Background: an optimization exercise with open tools, aiming at small area and a short achievable clock period. Do not read the settings as production practice.
At most, simulation tests tie the RTL to the original design; equivalence was not proved.

==> harbor: inputs <==
## MAC
module MAC(A,B,out,clk,reset);
	input [15:0] A,B;
	input clk,reset;
	output [35:0] out;
	reg [35:0] acc;
	wire [35:0] nxt;
	always @(posedge clk or posedge reset)
	begin
		if(reset)
			acc <= 36'd0;
		else
			acc <= nxt;
	end
	assign out = acc;
	wire [255:0] pp;
	genvar gi;
	wire [15:0] An0, Bn0;
	NOT16 ina0(A, An0);
	NOT16 inb0(B, Bn0);
	wire [15:0] An1, Bn1;
	NOT16 ina1(A, An1);
	NOT16 inb1(B, Bn1);
	wire [15:0] An2, Bn2;
	NOT16 ina2(A, An2);
	NOT16 inb2(B, Bn2);
	genvar gj;
	generate for (gi = 0; gi < 16; gi = gi + 1) begin : ppg
		for (gj = 0; gj < 16; gj = gj + 1) begin : ppc
			wire an, bn;
			assign an = (gi * 3 / 16 == 0) ? An0[gj] : (gi * 3 / 16 == 1) ? An1[gj] : An2[gj];
			assign bn = (gj * 3 / 16 == 0) ? Bn0[gi] : (gj * 3 / 16 == 1) ? Bn1[gi] : Bn2[gi];
			assign pp[16*gi+gj] = ~(an | bn);
		end
	end endgenerate
	wire hs1;
	wire hc2;
	wire fs3;
	wire fc4;
	wire hs5;
	wire hc6;
	wire fs7;
	wire fc8;
	wire fs9;
	wire fc10;
	wire hs11;
	wire hc12;
	wire fs13;
	wire fc14;
	wire fs15;
	wire fc16;
	wire fs17;
	wire fc18;
	wire hs19;
	wire hc20;
	wire fs21;
	wire fc22;
	wire fs23;
	wire fc24;
	wire fs25;
	wire fc26;
  ...
==> flow/config.mk <==
export PLATFORM = sky130hd
export DESIGN_NAME = MAC
export DESIGN_NICKNAME = MAC
export VERILOG_FILES = /design/flow/design.v
export SDC_FILE = /design/flow/constraint.sdc
export NUM_CORES = 4
export LEC_CHECK = 0
export CAP_MARGIN = 20
export CORE_MARGIN = 2
export CORE_UTILIZATION = 40
export SLEW_MARGIN = 20
export SYNTH_HIERARCHICAL = 1
export SYNTH_MINIMUM_KEEP_SIZE = 0
==> flow/constraint.sdc <==
create_clock -name core_clock -period 19.0 [get_ports {clk}]
set_input_delay 3.8000 -clock core_clock [delete_from_list [all_inputs] [get_ports {clk}]]
set_output_delay 3.8000 -clock core_clock [all_outputs]
set_load 0.01 [all_outputs]
standard.sh (not shown) runs the stock make flow with config.mk's settings and CLKGATE_MAP_FILE= SYNTH_SCRIPT=/design/flow/synth_recipe.tcl, a recipe that flattens the netlist after the stock synthesis.
==> flow/flow/run.sh <==
#!/bin/bash
# The standard layout (standard synthesis, floorplan, place, CTS, route) with two changes:
# repair_timing is asked for a larger setup slack than 0 (flow/setup_margin.txt) so that it
# keeps shortening the critical path, and the port buffers that every input and output gets
# are sky130_fd_sc_hd__buf_1 (flow/port_buffer.txt) instead of the delay cell buffer_ports
# picks by default; repair_timing then sizes the ones on critical paths.
# Make's full output goes to make_finish.log; each tool's own log is under orfs/logs/.
set -euo pipefail
MARGIN=$(cat flow/setup_margin.txt)
PBUF=$(cat flow/port_buffer.txt)
bash standard.sh SETUP_SLACK_MARGIN=$MARGIN "BUFFER_PORTS_ARGS=-buffer_cell $PBUF" finish > make_finish.log 2>&1
==> flow/flow/port_buffer.txt <==
sky130_fd_sc_hd__buf_1
==> flow/flow/setup_margin.txt <==
10
==> quartz (differences from harbor) <==
--- a/flow/design.v
+++ b/flow/design.v
@@ -1,11 +1,6 @@
-module NOT16(a, y);
-	input [15:0] a;
-	output [15:0] y;
-	assign y = ~a;
-endmodule
 module FA(A,B,C,sum, carry);
 	input A,B,C;
 	output sum,carry;
 	assign sum = A^B^C;
 	assign carry = (A&B) | (B&C) | (C&A);
 endmodule
@@ -28,29 +23,14 @@
 		else
 			acc <= nxt;
 	end
 	assign out = acc;
 	wire [255:0] pp;
 	genvar gi;
-	wire [15:0] An0, Bn0;
-	NOT16 ina0(A, An0);
-	NOT16 inb0(B, Bn0);
-	wire [15:0] An1, Bn1;
-	NOT16 ina1(A, An1);
-	NOT16 inb1(B, Bn1);
-	wire [15:0] An2, Bn2;
-	NOT16 ina2(A, An2);
-	NOT16 inb2(B, Bn2);
-	genvar gj;
 	generate for (gi = 0; gi < 16; gi = gi + 1) begin : ppg
-		for (gj = 0; gj < 16; gj = gj + 1) begin : ppc
-			wire an, bn;
-			assign an = (gi * 3 / 16 == 0) ? An0[gj] : (gi * 3 / 16 == 1) ? An1[gj] : An2[gj];
-			assign bn = (gj * 3 / 16 == 0) ? Bn0[gi] : (gj * 3 / 16 == 1) ? Bn1[gi] : Bn2[gi];
-			assign pp[16*gi+gj] = ~(an | bn);
-		end
+		assign pp[16*gi+15:16*gi] = A & {16{B[gi]}};
 	end endgenerate
 	wire hs1;
 	wire hc2;
 	wire fs3;
 	wire fc4;
 	wire hs5;
==> flow/config.mk (replaced) <==
export PLATFORM = sky130hd
export DESIGN_NAME = MAC
export DESIGN_NICKNAME = MAC
export VERILOG_FILES = /design/flow/design.v
export SDC_FILE = /design/flow/constraint.sdc
export NUM_CORES = 4
export LEC_CHECK = 0
export CAP_MARGIN = 20
export CORE_MARGIN = 2
export CORE_UTILIZATION = 65
export CTS_BUF_LIST = sky130_fd_sc_hd__clkbuf_2 sky130_fd_sc_hd__clkbuf_4 sky130_fd_sc_hd__clkbuf_8
export GPL_TIMING_DRIVEN = 1
export SLEW_MARGIN = 20
export SYNTH_HIERARCHICAL = 1
export SYNTH_MINIMUM_KEEP_SIZE = 0
==> fjord (differences from harbor) <==
--- a/flow/design.v
+++ b/flow/design.v
@@ -34,21 +34,18 @@
 	wire [15:0] An0, Bn0;
 	NOT16 ina0(A, An0);
 	NOT16 inb0(B, Bn0);
 	wire [15:0] An1, Bn1;
 	NOT16 ina1(A, An1);
 	NOT16 inb1(B, Bn1);
-	wire [15:0] An2, Bn2;
-	NOT16 ina2(A, An2);
-	NOT16 inb2(B, Bn2);
 	genvar gj;
 	generate for (gi = 0; gi < 16; gi = gi + 1) begin : ppg
 		for (gj = 0; gj < 16; gj = gj + 1) begin : ppc
 			wire an, bn;
-			assign an = (gi * 3 / 16 == 0) ? An0[gj] : (gi * 3 / 16 == 1) ? An1[gj] : An2[gj];
-			assign bn = (gj * 3 / 16 == 0) ? Bn0[gi] : (gj * 3 / 16 == 1) ? Bn1[gi] : Bn2[gi];
+			assign an = (gi * 2 / 16 == 0) ? An0[gj] : An1[gj];
+			assign bn = (gj * 2 / 16 == 0) ? Bn0[gi] : Bn1[gi];
 			assign pp[16*gi+gj] = ~(an | bn);
 		end
 	end endgenerate
 	wire hs1;
 	wire hc2;
 	wire fs3;
==> flow/config.mk (replaced) <==
export PLATFORM = sky130hd
export DESIGN_NAME = MAC
export DESIGN_NICKNAME = MAC
export VERILOG_FILES = /design/flow/design.v
export SDC_FILE = /design/flow/constraint.sdc
export NUM_CORES = 4
export LEC_CHECK = 0
export CAP_MARGIN = 20
export CORE_MARGIN = 2
export CORE_UTILIZATION = 65
export CTS_BUF_LIST = sky130_fd_sc_hd__clkbuf_2 sky130_fd_sc_hd__clkbuf_4 sky130_fd_sc_hd__clkbuf_8
export SLEW_MARGIN = 20
export SYNTH_HIERARCHICAL = 1
export SYNTH_MINIMUM_KEEP_SIZE = 0
==> comparison <==
Of fjord and harbor, harbor has the higher routed wire length (gap about 1.3%, measured against harbor).
The lowest clock skew belongs to harbor, the highest to quartz.
Against fjord, the worst hold slack of quartz is better by 0.0052 ns.
quartz finished with timing, DRC and antenna clean. fjord completed without violations. harbor finished clean.
Function not checked in harbor: the RTL went through the layout flow alone.

========
==> trial 51 <==
RTL: one of the versions met above, not the one the previous note started from.
clock: 19.0 ns
lec_check: 0
cap_margin: 20
core_margin: 2
core_utilization: 40
slew_margin: 20
synth_hierarchical: 1
synth_minimum_keep_size: 0
==> flow/flow/setup_margin.txt <==
9.8
Scripts as last shown in full above: flow/flow/run.sh, flow/flow/port_buffer.txt
==> inputs of build 87, as changes to trial 51 <==
--- a/flow/design.v
+++ b/flow/design.v
@@ -1,10 +1,5 @@
-module NOT16(a, y);
-	input [15:0] a;
-	output [15:0] y;
-	assign y = ~a;
-endmodule
 module FA(A,B,C,sum, carry);
 	input A,B,C;
 	output sum,carry;
 	assign sum = A^B^C;
 	assign carry = (A&B) | (B&C) | (C&A);
@@ -29,24 +24,12 @@
 			acc <= nxt;
 	end
 	assign out = acc;
 	wire [255:0] pp;
 	genvar gi;
-	wire [15:0] An0, Bn0;
-	NOT16 ina0(A, An0);
-	NOT16 inb0(B, Bn0);
-	wire [15:0] An1, Bn1;
-	NOT16 ina1(A, An1);
-	NOT16 inb1(B, Bn1);
-	genvar gj;
 	generate for (gi = 0; gi < 16; gi = gi + 1) begin : ppg
-		for (gj = 0; gj < 16; gj = gj + 1) begin : ppc
-			wire an, bn;
-			assign an = (gi * 2 / 16 == 0) ? An0[gj] : An1[gj];
-			assign bn = (gj * 2 / 16 == 0) ? Bn0[gi] : Bn1[gi];
-			assign pp[16*gi+gj] = ~(an | bn);
-		end
+		assign pp[16*gi+15:16*gi] = A & {16{B[gi]}};
 	end endgenerate
 	wire hs1;
 	wire hc2;
 	wire fs3;
 	wire fc4;
==> flow/flow/run.sh (replaced) <==
#!/bin/bash
# The standard layout (standard synthesis, floorplan, place, CTS, route), with repair_timing
# asked for a larger setup slack than 0 so that it keeps shortening the critical path.
# Each tool's full output is also kept by ORFS under orfs/logs/.
set -euo pipefail
MARGIN=$(cat flow/setup_margin.txt)
bash standard.sh SETUP_SLACK_MARGIN=$MARGIN finish > make_finish.log 2>&1
==> flow/flow/setup_margin.txt (replaced) <==
10
--- a/flow/config.mk
+++ b/flow/config.mk
@@ -5,9 +5,10 @@
 export SDC_FILE = /design/flow/constraint.sdc
 export NUM_CORES = 4
 export LEC_CHECK = 0
 export CAP_MARGIN = 20
 export CORE_MARGIN = 2
-export CORE_UTILIZATION = 40
+export CORE_UTILIZATION = 65
 export SLEW_MARGIN = 20
 export SYNTH_HIERARCHICAL = 1
 export SYNTH_MINIMUM_KEEP_SIZE = 0
+export TNS_END_PERCENT = 0
removed: flow/flow/port_buffer.txt
==> notes <==
- Build 87 went through all stages and came out clean. Trial 51 passed the timing, DRC and antenna checks.
- Against trial 51, the global-route usage of build 87 is higher by 15 points.
- Between trial 51 and build 87, the lower die area is in build 87 (gap about 55%, measured against build 87).
- Utilization: trial 51 is lower than build 87 (29 points).

## port drivers added, routing unchanged
In the flow no input, the clock included, has a driving cell. The finished layouts below were timed again as built, in two steps. Step 1 (the two cells are an assumption about what drives the block):
set clk [get_ports {clk}]
set_driving_cell -lib_cell sky130_fd_sc_hd__clkbuf_16 $clk
set_driving_cell -lib_cell sky130_fd_sc_hd__buf_2 [delete_from_list [all_inputs] $clk]
Step 2, shift: input delay + t, output delay - t, t = (earliest + latest rising clock arrival at the registers) / 2. This alone moves slack from input paths to output paths. Slacks: ideal ports / drivers / drivers and shift; pairs: ideal ports / drivers.
run | t (ns) | slack for setup (ns) | worst slew at a driven data input, ns | pins driven straight from the clock port
harbor | 0.338 | 10.194 / 10.216 / 9.879 | 0.04 | 1
quartz | 0.362 | 10.182 / 10.187 / 9.825 | 0.05 | 1
fjord | 0.352 | 10.163 / 10.181 / 9.829 | 0.06 | 1
trial 51 | 0.346 | 10.090 / 10.110 / 9.764 | 0.05 | 1
build 87 | 0.337 | 10.173 / 10.195 / 9.858 | 0.04 | 1
After both steps setup and hold are still met in every run listed. For quartz, which loses most, drivers alone change the setup slack by +0.005 ns; drivers and shift together by -0.357 ns.
